From an optimization exercise on the open Yosys and OpenROAD flow, aimed at a short achievable clock period and few clock cycles; shortcuts taken in it are not production practice.
Function was checked by simulation only, so behaviour that the tests miss may differ from the original.

### config.mk
export PLATFORM = sky130hd
export DESIGN_NAME = processor
export DESIGN_NICKNAME = processor
export VERILOG_FILES = /design/flow/design.v
export SDC_FILE = /design/flow/constraint.sdc
export NUM_CORES = 4
export LEC_CHECK = 0
export CAP_MARGIN = 20
export CORE_MARGIN = 2
export CORE_UTILIZATION = 40
export SLEW_MARGIN = 20
### constraint.sdc
create_clock -name core_clock -period 150.0 [get_ports {clk}]
set_input_delay 30.0000 -clock core_clock [delete_from_list [all_inputs] [get_ports {clk}]]
set_output_delay 30.0000 -clock core_clock [all_outputs]
set_load 0.01 [all_outputs]
### design.v
`default_nettype none
module processor( input         clk, reset,
                  output [31:0] PC,
                  input  [31:0] instruction,
                  output        WE,
                  output [31:0] address_to_mem,
                  output [31:0] data_to_mem,
                  input  [31:0] data_from_mem
                );
    reg rst_r;
    always @(posedge clk) rst_r <= reset;
    reg  [31:0] pc_f;                        
    wire [31:0] fpc = rst_r ? 32'd0 : pc_f;
    reg  [31:0] pc_o;                        
    assign PC = pc_o;
    reg  [31:0] ir;                          
    reg  [31:0] ir_pc;
    reg         ir_v;
    reg         we_r;
    reg  [31:0] addr_r, wdata_r;
    assign WE = we_r;
    assign address_to_mem = addr_r;
    assign data_to_mem = wdata_r;
    reg  [31:0] ldr;                         
    always @(posedge clk) ldr <= data_from_mem;
    wire [6:0] opc = ir[6:0];
    wire [2:0] f3  = ir[14:12];
    wire [4:0] rd  = ir[11:7];
    wire [4:0] ra1 = ir[19:15];
    wire [4:0] ra2 = ir[24:20];
    wire is_lw   = opc == 7'b0000011 && f3 == 3'b010;
    wire is_addi = opc == 7'b0010011 && f3 == 3'b000;
    wire is_sw   = opc == 7'b0100011 && f3 == 3'b010;
    wire is_r    = opc == 7'b0110011;
    wire is_add  = is_r && f3 == 3'b000 && ir[31:25] == 7'b0000000;
    wire is_sub  = is_r && f3 == 3'b000 && ir[31:25] == 7'b0100000;
    wire is_slt  = is_r && f3 == 3'b010;
    wire is_rem  = is_r && f3 == 3'b110;
    wire is_and  = is_r && f3 == 3'b111;
    wire is_div  = is_r && f3 == 3'b100;
    wire is_srl  = is_r && f3 == 3'b101 && ir[31:25] == 7'b0000000;
    wire is_sra  = is_r && f3 == 3'b101 && ir[31:25] == 7'b0100000;
    wire is_sll  = is_r && f3 == 3'b001;
    wire is_br   = opc == 7'b1100011;
    wire is_beq  = is_br && f3 == 3'b000;
    wire is_bne  = is_br && f3 == 3'b001;
    wire is_blt  = is_br && f3 == 3'b100;
    wire is_jal  = opc == 7'b1101111;
    wire is_jalr = opc == 7'b1100111;
    wire is_lui  = opc == 7'b0110111;
    wire is_aui  = opc == 7'b0010111;
    wire is_dr   = is_div | is_rem;
    wire [31:0] immI = {{20{ir[31]}}, ir[31:20]};
    wire [31:0] immS = {{20{ir[31]}}, ir[31:25], ir[11:7]};
    wire [31:0] immB = {{20{ir[31]}}, ir[7], ir[30:25], ir[11:8], 1'b0};
    wire [31:0] immU = {ir[31:12], 12'd0};
    wire [31:0] immJ = {{12{ir[31]}}, ir[19:12], ir[20], ir[30:21], 1'b0};
    reg  [31:0] regs [1:31];
    wire [31:0] rs1 = ra1 == 5'd0 ? 32'd0 : regs[ra1];
    wire [31:0] rs2 = ra2 == 5'd0 ? 32'd0 : regs[ra2];
    wire [31:0] sum_ri  = rs1 + immI;
    wire [31:0] sum_rr  = rs1 + rs2;
    wire [31:0] dif_rr  = rs1 - rs2;
    wire        lt      = (rs1[31] ^ rs2[31]) ? rs1[31] : (rs1 < rs2);
    wire        eq      = rs1 == rs2;
    wire        shbig   = |rs2[31:5];
    wire [31:0] sll_r   = shbig ? 32'd0 : rs1 << rs2[4:0];
    wire [31:0] srl_r   = shbig ? 32'd0 : rs1 >> rs2[4:0];
    wire [31:0] sra_r   = shbig ? {32{rs1[31]}} :
                          (srl_r | ({32{rs1[31]}} & ~(32'hffffffff >> rs2[4:0])));
    wire [31:0] pc4     = ir_pc + 32'd4;
    wire [31:0] pcimm   = ir_pc + (is_aui ? immU : is_jal ? immJ : immB);
    reg  [31:0] alu;
    always @(*) begin
        alu = 32'd0;
        if (is_addi)            alu = sum_ri;
        if (is_add)             alu = sum_rr;
        if (is_sub)             alu = dif_rr;
        if (is_slt)             alu = {31'd0, lt};
        if (is_and)             alu = rs1 & rs2;
        if (is_srl)             alu = srl_r;
        if (is_sra)             alu = sra_r;
        if (is_sll)             alu = sll_r;
        if (is_jal | is_jalr)   alu = pc4;
        if (is_lui)             alu = immU;
        if (is_aui)             alu = pcimm;
    end
    localparam DK = 6;
    localparam [2:0] D_IDLE = 3'd0, D_PREP = 3'd1, D_ITER = 3'd2, D_FIX = 3'd3;
    reg  [2:0]  dv_st;
    reg  [2:0]  dv_cnt;                      
    reg  [31:0] dv_r, dv_a, dv_q, dv_b;
    reg  [3:0]  dv_x;
    reg         dv_negq, dv_negr, dv_isrem;
    wire        sa = rs1[31];
    wire        sb = rs2[31];
    wire        bz = rs2 == 32'd0;
    wire        dv_neg0 = (sa | sb) & ~bz;   
    function [5:0] blen(input [31:0] x);
        integer i;
        begin
            blen = 6'd0;
            for (i = 0; i < 32; i = i + 1)
                if (x[i]) blen = i + 1;
        end
    endfunction
    wire        prep = dv_st == D_PREP;
    wire [31:0] pa = prep ? dv_a : rs1;
    wire [31:0] pb = (dv_st == D_IDLE) ? rs2 : dv_b;
    wire [5:0]  la = blen(pa);
    wire [5:0]  lb = blen(pb);
    wire [6:0]  df = {1'b0, la} - {1'b0, lb};       
    wire        dneg = la < lb;
    wire [2:0]  nblk = (dneg | df < 7'd6)  ? 3'd0 :
                       df < 7'd12 ? 3'd1 :
                       df < 7'd18 ? 3'd2 :
                       df < 7'd24 ? 3'd3 :
                       df < 7'd30 ? 3'd4 : 3'd5;
    reg  [31:0] r0;
    reg  [35:0] a0;                          
    always @(*) begin
        case (nblk)
            3'd0: begin r0 = pa >> 6;  a0 = {pa << 26, 4'd0}; end
            3'd1: begin r0 = pa >> 12; a0 = {pa << 20, 4'd0}; end
            3'd2: begin r0 = pa >> 18; a0 = {pa << 14, 4'd0}; end
            3'd3: begin r0 = pa >> 24; a0 = {pa << 8, 4'd0};  end
            3'd4: begin r0 = pa >> 30; a0 = {pa << 2, 4'd0};  end
            default: begin r0 = 32'd0; a0 = {4'd0, pa}; end
        endcase
    end
    wire        iter = dv_st == D_ITER;
    wire [31:0] st_r = iter ? dv_r : r0;
    wire [35:0] st_a = iter ? {dv_a, dv_x} : a0;
    wire [31:0] st_q = iter ? dv_q : 32'd0;
    reg  [31:0] nr, nqv;
    reg  [35:0] na;
    reg  [32:0] t;
    integer k;
    always @(*) begin
        nr = st_r; na = st_a; nqv = st_q;
        for (k = 0; k < DK; k = k + 1) begin
            t = {nr, na[35]} - {1'b0, pb};
            if (!t[32]) nr = t[31:0];
            else        nr = {nr[30:0], na[35]};
            nqv = {nqv[30:0], ~t[32]};
            na = na << 1;
        end
    end
    wire        cur_isrem = (dv_st == D_IDLE) ? is_rem : dv_isrem;
    wire        cur_neg   = cur_isrem ? dv_negr : dv_negq;    
    wire        blk_last  = iter ? (dv_cnt == 3'd0) : (nblk == 3'd0);
    wire [31:0] blk_res   = cur_isrem ? nr : nqv;
    wire        dv_done = (dv_st == D_IDLE) ? (bz | (~dv_neg0 & blk_last)) :
                          (dv_st == D_FIX) ? 1'b1 : (blk_last & ~cur_neg);
    wire [31:0] dv_res  = (dv_st == D_FIX) ? -dv_r :
                          (dv_st == D_IDLE & bz) ? (is_rem ? rs1 : 32'hffffffff) :
                          blk_res;
    reg  [1:0]  ld_ph;
    wire        ex      = ir_v & ~rst_r;
    wire        stall   = ex & ((is_dr & ~dv_done) | (is_lw & ld_ph != 2'd2));
    wire        fire    = ex & ~stall;       
    wire        taken   = is_jal | is_jalr |
                          (is_beq & eq) | (is_bne & ~eq) | (is_blt & lt);
    wire [31:0] tgt     = is_jalr ? sum_ri : pcimm;
    wire [31:0] nxt     = taken ? tgt : pc4;
    wire        mispred = fire & (nxt != pc_f);
    wire        wr_en   = fire & (rd != 5'd0) &
                          (is_lw | is_addi | is_add | is_sub | is_slt | is_and |
                           is_dr | is_srl | is_sra | is_sll | is_jal | is_jalr |
                           is_lui | is_aui);
    wire [31:0] wr_data = is_lw ? ldr : is_dr ? dv_res : alu;
    always @(posedge clk) begin
        if (wr_en) regs[rd] <= wr_data;
    end
    reg         btb_v [0:15];
    reg  [5:0]  btb_tag [0:15];
    reg  [31:0] btb_tgt [0:15];
    wire [3:0]  fidx = fpc[5:2];
    wire        bhit = btb_v[fidx] && btb_tag[fidx] == fpc[11:6];
    wire [31:0] pred = bhit ? btb_tgt[fidx] : fpc + 32'd4;
    wire [3:0]  eidx = ir_pc[5:2];
    integer j;
    always @(posedge clk) begin
        if (rst_r) begin
            for (j = 0; j < 16; j = j + 1) btb_v[j] <= 1'b0;
        end else if (fire & (is_br | is_jal | is_jalr)) begin
            if (taken) begin
                btb_v[eidx]   <= 1'b1;
                btb_tag[eidx] <= ir_pc[11:6];
                btb_tgt[eidx] <= tgt;
            end else if (btb_tag[eidx] == ir_pc[11:6]) begin
                btb_v[eidx]   <= 1'b0;
            end
        end
    end
    always @(posedge clk) begin
        if (rst_r) begin
            pc_f  <= pred;
            ir    <= instruction;
            ir_pc <= 32'd0;
            ir_v  <= 1'b1;
        end else if (mispred) begin
            pc_f  <= nxt;
            ir_v  <= 1'b0;
        end else if (~stall) begin
            pc_f  <= pred;
            ir    <= instruction;
            ir_pc <= pc_f;
            ir_v  <= 1'b1;
        end
    end
    always @(posedge clk) begin
        if (reset)        pc_o <= 32'd0;
        else if (rst_r)   pc_o <= pred;
        else if (mispred) pc_o <= nxt;
        else if (~stall)  pc_o <= pred;
    end
    always @(posedge clk) begin
        we_r <= fire & is_sw & ~reset;
        if (ex & (is_sw | (is_lw & ld_ph == 2'd0))) addr_r <= is_sw ? rs1 + immS : sum_ri;
        if (ex & is_sw) wdata_r <= rs2;
    end
    always @(posedge clk) begin
        if (rst_r | ~ex | ~is_lw) ld_ph <= 2'd0;
        else if (ld_ph != 2'd2) ld_ph <= ld_ph + 2'd1;
        else ld_ph <= 2'd0;
    end
    always @(posedge clk) begin
        if (rst_r | ~ex | ~is_dr | dv_done) begin
            dv_st <= D_IDLE;
        end else begin
            case (dv_st)
            D_IDLE: begin
                dv_negq  <= sa ^ sb;
                dv_negr  <= sa;
                dv_isrem <= is_rem;
                if (dv_neg0) begin
                    dv_st <= D_PREP;
                    dv_a  <= sa ? -rs1 : rs1;
                    dv_b  <= sb ? -rs2 : rs2;
                end else begin
                    dv_st  <= D_ITER;
                    dv_cnt <= nblk - 3'd1;
                    dv_b   <= rs2;
                    dv_r   <= nr;
                    {dv_a, dv_x} <= na;
                    dv_q   <= nqv;
                end
            end
            default: begin       
                if (blk_last) begin
                    dv_st <= D_FIX;
                    dv_r  <= blk_res;
                end else begin
                    dv_st  <= D_ITER;
                    dv_cnt <= iter ? dv_cnt - 3'd1 : nblk - 3'd1;
                    dv_r   <= nr;
                    {dv_a, dv_x} <= na;
                    dv_q   <= nqv;
                end
            end
            endcase
        end
    end
endmodule
`default_nettype wire
### run.sh
#!/bin/bash
# synth_recipe.tcl (not shown) runs the flow's synth.tcl, then flattens the netlist and writes it again
# the make line also repeats each setting of config.mk as NAME=value (left out here)
make -C /OpenROAD-flow-scripts/flow DESIGN_CONFIG=/design/flow/config.mk WORK_HOME=/design/flow/orfs CLKGATE_MAP_FILE= SYNTH_SCRIPT=/design/flow/synth_recipe.tcl finish
==> results of run 1 <==
## sequential cells by signal, summed over array words and instances, names as in the netlist, named ones only
register / count
addr_r: 32
btb_tag: 96
btb_tgt: 512
btb_v: 16
dv_a: 32
dv_b: 32
dv_cnt: 3
dv_isrem: 1
dv_negq: 1
dv_negr: 1
dv_q: 26
dv_r: 32
dv_st: 2
ir: 32
ir_pc: 32
ir_v: 1
ld_ph: 2
ldr: 32
pc_f: 32
pc_o: 32
regs: 992
rst_r: 1
wdata_r: 32
we_r: 1
## worst min-delay path by stage
stage	end	cells past startpoint	from
global route	ld_ph[0]	1	ld_ph[0]
finish	ld_ph[0]	1	ld_ph[0]
floorplan	ld_ph[0]	1	ld_ph[0]
CTS	ld_ph[0]	1	ld_ph[0]
detailed placement	ld_ph[0]	1	ld_ph[0]
global placement	ld_ph[0]	1	ld_ph[0]
## per-stage QoR
stage               cells  hold slack [ns]
floorplan           10300           0.4006
global placement    14040           0.4104
detailed placement  14040           0.4205
CTS                 14440           0.4289
global route        14450           0.4597
finish              14450           0.4298
## cells by family after synthesis
| family | share of synthesized area (%) |
|---|---|
| AO/OA/AOI/OAI | 15.59 |
| XOR/XNOR | 3.443 |
| adder cells (fa/ha/maj) | 3.802 |
| buffers and inverters | 3.329 |
| flip-flops | 49.54 |
| multiplexers | 13.92 |
| AND/OR/NAND/NOR | 10.38 |
## cells in the final DEF (no fill, tap or decap), drive strengths merged, types with 78 or more instances in the layout
master         netlist  layout
nand2b              78      78
nor3               164     164
o21ai              528     528
o21bai             107     107
a211oi             194     194
nand3              162     162
clkdlybuf4s50        0     162
mux4               429     429
a31oi              111     111
buf                241     336
nand2              857     857
xor2               151     151
and2               108     108
dfxtp              117     117
xnor2              312     312
edfxtp            1872    1872
mux2               173     173
inv                265     273
mux2i              482     482
a21o               205     205
ha                 348     348
clkbuf             433     272
clkinv               8      92
nor2b              216     216
nor2               738     738
a311oi              94      94
a21oi              820     820
a22oi              149     149
nand4               84      84
## per-layer routing
metal  wire length (microns)  track usage [%]  vias up
met1                  196400            42.68    47750
met2                  226200            50.74     6009
met3                   53150            7.690     1266
met5                     365           0.5223        -
li1                        -                -    39870
met4                   36430            19.86       24
## final cells by class
class | count | area share [%]
Clock buffer | 272 | 4.314
Inverter | 273 | 0.7778
Clock inverter | 127 | 1.144
Multi-Input combinational cell | 7367 | 42.65
Antenna cell | 9 | 0.01699
Sequential cell | 1989 | 44.20
Tap cell | 3919 | 3.699
Timing Repair Buffer | 498 | 3.201
==> impl_metrics.ini, run 1 <==
[status]
status = complete, no violations

[clock_network]
cts-root-buf = clkbuf_16
htreeDepth = 4
cts.repair.resized = 0
cts.sinks = 1989
cts_buffer_depth = 4
clkTransAtPathRegs_ns = 0.06
postCtsSetupBuffers = 0
clk_latency_ns = 0.99
cts_buffers = 216
postCtsHoldBufs = 0
cts_tree = built

[detailed_routing]
drt_iter0_markers = 13260
vias_per_cell = 6.567
via_count = 94920
drc = 0
drt_pass1_iterations = 10
wl_per_cell_microns = 35.46
drtAntennaViolNets = 0
routed_wl_mm = 512.5

[place]
place_ws_ns = 115.00
gp_congestion = 1.037
hpwl_mm = 350.9
portBuffers = 162
dpl_cell_area_sq_um = 125300

[setup_path]
crit_top_cell = a21o_1
endpoint = regs[27][28]
crit_family = compound AO/OA/AOI/OAI gates
r2r_cells = 124
slowest_stage = dfxtp_4
r2r-end = regs[27][28]
critPathMaxStageDelay_ns = 0.88
startpoint_type = flip-flop
crit_type = flip-flop to flip-flop
cp.depth = 124
reg2reg_setup_slack_ns = 114.29
cp.buffers_inverters = 14
crit_arrival_ns = 36.28
required_ns = 150.58
critPathMaxFanout = 77
end_kind = flip-flop

[sta]
worst_pin_slew_ns = 1.412
slew_headroom_pct = 4.869
period_minus_slack_ns = 35.71
grt_setup_unrepaired = no
finalSetupTns_ns = 0
skew_ns = 0.1612
fmax_mhz = 28.01
hold_viol_final = 0
period_share_pct = 23.80
setup_ws_ns = 114.29
maxSlewViolCount = 0
setup_viol = 0

[yosys]
yosysUniqueCellTypes = 116
synthFlopType = edfxtp_1
synth_top_area_cell = edfxtp_1
ys_ff_latch = 1989
synth_edf_count = 1872
synthTopCellsByCount = 1872 x edfxtp_1, 857 x nand2_1, 818 x a21oi_1
synth.yosys.seq_area_share_pct = 49.54
syn_nets = 10720
ys_warn_count = 1
synth_top_area_share_pct = 47.56
async_reset_ff_share_pct = 0
syn_area_sq_um = 118200
syn_area_per_cell_sq_um = 11.47
synth.most_common_cell = edfxtp_1
synth_cells = 10300
synth.area.top_cells = edfxtp_1 48%, mux4_2 8.2%, mux2i_1 4.1%, ha_1 3.7%, a21oi_1 3.5%

[cells_and_area]
multi_input_area_sq_um = 56540
register_area_sq_um = 58590
final_layout_size_suffix_gt1_share_pct = 13.99
nets = 10770
nFillCells = 26710
area_growth_pct = 12.14
fin_util_pct = 45.08
final_cell_area_sq_um = 132600

[die]
io_pins = 163
die_w_microns = 547.6
core_area_sq_um = 294100
die_h_microns = 547.6
dieArea_sq_um = 299900
rows = 199
start_util_pct = 40.20

[hold_path]
hold_path_class = flip-flop to flip-flop

[grt]
track_usage_pct = 33.11
overflow = 0
grt_pass1_vias = 90200
grt_max_degree = 122
antenna_found_initial = 27
grt_pass1_wl_mm = 707.1

[flow_run]
maxCapViolCount = 0
Testbench counts, summed over its fixed seeds: cycles 57,982.
==> inputs of run 2 (changes only) <==
==> flow/run.sh (new file) <==
#!/bin/bash
set -euo pipefail
MARGIN=$(cat "$(dirname "$0")/margin.txt")
bash standard.sh SETUP_SLACK_MARGIN="$MARGIN" finish > make_finish.log 2>&1
==> flow/margin.txt (new file) <==
117
==> standard.sh (new file) <==
#!/bin/bash
# synth_recipe.tcl (not shown) runs the flow's synth.tcl, then flattens the netlist and writes it again
# the make line also repeats each setting of config.mk as NAME=value (left out here)
make -C /OpenROAD-flow-scripts/flow DESIGN_CONFIG=/design/flow/config.mk WORK_HOME=/design/flow/orfs CLKGATE_MAP_FILE= SYNTH_SCRIPT=/design/flow/synth_recipe.tcl "${@:-finish}"
--- a/config.mk
+++ b/config.mk
@@ -11 +11,2 @@
 export SLEW_MARGIN = 20
+export TNS_END_PERCENT = 10
removed: run.sh
==> run 2 against run 1 <==
Design area grew 0.33%. Flip-flop and latch count is the same. Worst hold slack lost 0.00063 ns. Routed wire length grew 0.36%. Worst setup slack gained 3.8 ns.
==> impl_metrics.ini, run 2 <==
[setup_path]
crit_type = flip-flop to primary output
end_kind = primary output
worstPathCellList = clkdlybuf4s50_1
critPathMaxFanout = 1
critPathMaxStageDelay_ns = 0.69
crit_family = buffers and inverters
crit_arrival_ns = 1.94
cp.buffers_inverters = 1
slowest_stage = clkdlybuf4s50_1
required_ns = 120.00
reg2reg_setup_slack_ns = 118.58
startpoint_type = flip-flop

[yosys]
synthFlopType = edfxtp_1
synth.yosys.seq_area_share_pct = 49.54
yosysUniqueCellTypes = 116
synth_top_area_cell = edfxtp_1
syn_area_sq_um = 118200
synth_top_area_share_pct = 47.56
synth.area.top_cells = edfxtp_1 48%, mux4_2 8.2%, mux2i_1 4.1%, ha_1 3.7%, a21oi_1 3.5%
ys_ff_latch = 1989
syn_area_per_cell_sq_um = 11.47
synthTopCellsByCount = 1872 x edfxtp_1, 857 x nand2_1, 818 x a21oi_1
synth_edf_count = 1872
ys_warn_count = 1
syn_nets = 10720
synth_cells = 10300
synth.most_common_cell = edfxtp_1
async_reset_ff_share_pct = 0

[place]
portBuffers = 162
gp_congestion = 1.037
dpl_cell_area_sq_um = 125300
hpwl_mm = 350.9

[sta]
skew_ns = 0.1625
hold_viol_final = 0
period_share_pct = 21.30
maxSlewViolCount = 0
setup_viol = 0
worst_pin_slew_ns = 1.360
period_minus_slack_ns = 31.94
grt_setup_unrepaired = no
slew_headroom_pct = 8.401
fmax_mhz = 31.30
finalSetupTns_ns = 0

[cells_and_area]
layout_commonest_cell = edfxtp_1
final_layout_size_suffix_gt1_share_pct = 14.20
nFillCells = 26650
largestRegisters = regs x992, btb_tgt x512, btb_tag x96
top_register = regs
largest_reg_flops = 992
most-common-layout-cells = 1872 x edfxtp_1, 848 x nand2_1, 810 x a21oi_1
area_growth_pct = 12.52
final_cell_area_sq_um = 133000
nets = 10780

[detailed_routing]
drtAntennaViolNets = 0
drt_pass1_iterations = 10
drt_iter0_markers = 13500
wl_per_cell_microns = 35.56
drc = 0
via_count = 95180
routed_wl_mm = 514.3
vias_per_cell = 6.579

[die]
die_w_microns = 547.6
rows = 199
io_pins = 163
start_util_pct = 40.20
core_area_sq_um = 294100
dieArea_sq_um = 299900
die_h_microns = 547.6

[clock_network]
cts-root-buf = clkbuf_16
cts_buffers = 216
clk_latency_ns = 0.99
clkTransAtPathRegs_ns = 0.06
htreeDepth = 4
cts.sinks = 1989
cts_buffer_depth = 4
cts_tree = built

[status]
status = complete, no violations

[flow_run]
maxCapViolCount = 0

[grt]
antenna_found_initial = 24
grt_max_degree = 122
grt_pass1_vias = 90180
grt_pass1_wl_mm = 707.5
track_usage_pct = 33.13
overflow = 0

[hold_path]
hold_path_class = flip-flop to flip-flop
run 2: cell counts after synthesis:
Identical to the previous run, type by type.
run 2: logic make-up after synthesis:
logic type	count (synthesis)	synth area share, %
AO/OA/AOI/OAI	2823	15.59
XOR/XNOR	463	3.443
adder cells (fa/ha/maj)	356	3.802
buffers and inverters	947	3.329
flip-flops	1989	49.54
multiplexers	1084	13.92
AND/OR/NAND/NOR	2641	10.38
run 2: metal layers:
layer / wire length [microns] / track usage, % / vias to the layer above
li1: - / - / 39890
met1: 196800 / 42.55 / 48020
met2: 226200 / 50.82 / 5930
met3: 53590 / 7.846 / 1313
met4: 37400 / 19.90 / 24
met5: 346 / 0.5223 / -
run 2: per-stage QoR:
step	utilization, %	instances	hold slack [ns]	setup slack, ns
after global placement	42.57	14040	0.4104	115.25
after global routing	45.22	14460	0.4597	117.02
after floorplan	-	10300	0.4006	119.24
after CTS	45.10	14450	0.4289	117.07
after detailed placement	42.59	14040	0.4205	115.00
final	45.23	14470	0.4291	118.06
run 2: area by class of cell:
class / instances / area [sq um] / area share (%)
antenna: 11 / 27.53 / 0.02070
inverter: 273 / 1052 / 0.7912
sequential: 1989 / 58590 / 44.05
clock inverter: 127 / 1516 / 1.140
timing repair inverter: 1 / 7.507 / 0.005644
tap: 3919 / 4903 / 3.687
multi-input combinational: 7367 / 56660 / 42.60
timing repair buffer: 507 / 4528 / 3.405
clock buffer: 272 / 5718 / 4.299
run 2: path summary, 6_finish.rpt:
kind	start	end	cells past startpoint
worst max-delay path	addr_r[30]	address_to_mem[30]	1
worst min-delay path	ld_ph[0]	ld_ph[0]	1
worst min register to register	ld_ph[0]	ld_ph[0]	1
worst max register to register	ir[20]	regs[27][28]	123
run 2: what timing repair did:
action | in CTS | in global routing
pin swaps | 0 | 0
hold buffers | 0 | 0
setup buffers | 1 | 5
gates resized for setup | 29 | 49
cloned | 1 | 2
endpoints found under the setup margin | 1025 | 1025

re-timing with driven ports:
The flow's constraints put no driver on any port. The routed layouts listed below were extracted and timed again, unchanged, in two steps.
Step 1 assumes that a clkbuf_16 drives the clock port and a buf_2 every other input.
Step 2, shift: input delay + t, output delay - t, t = (earliest + latest rising clock arrival at the registers) / 2. This alone moves slack from input paths to output paths.
a / b / c = ideal ports / drivers / drivers and shift; a / b = the first two.
run	shift t [ns]	slack for setup (ns)	worst setup path after step 2	slew at the worst register clock pin (ns)
run 1	0.996	114.293 / 114.293 / 114.293	register to register	0.07 / 0.07
run 2	0.996	118.056 / 117.965 / 118.581	register to register	0.07 / 0.07
After both steps every run listed still meets setup and hold.
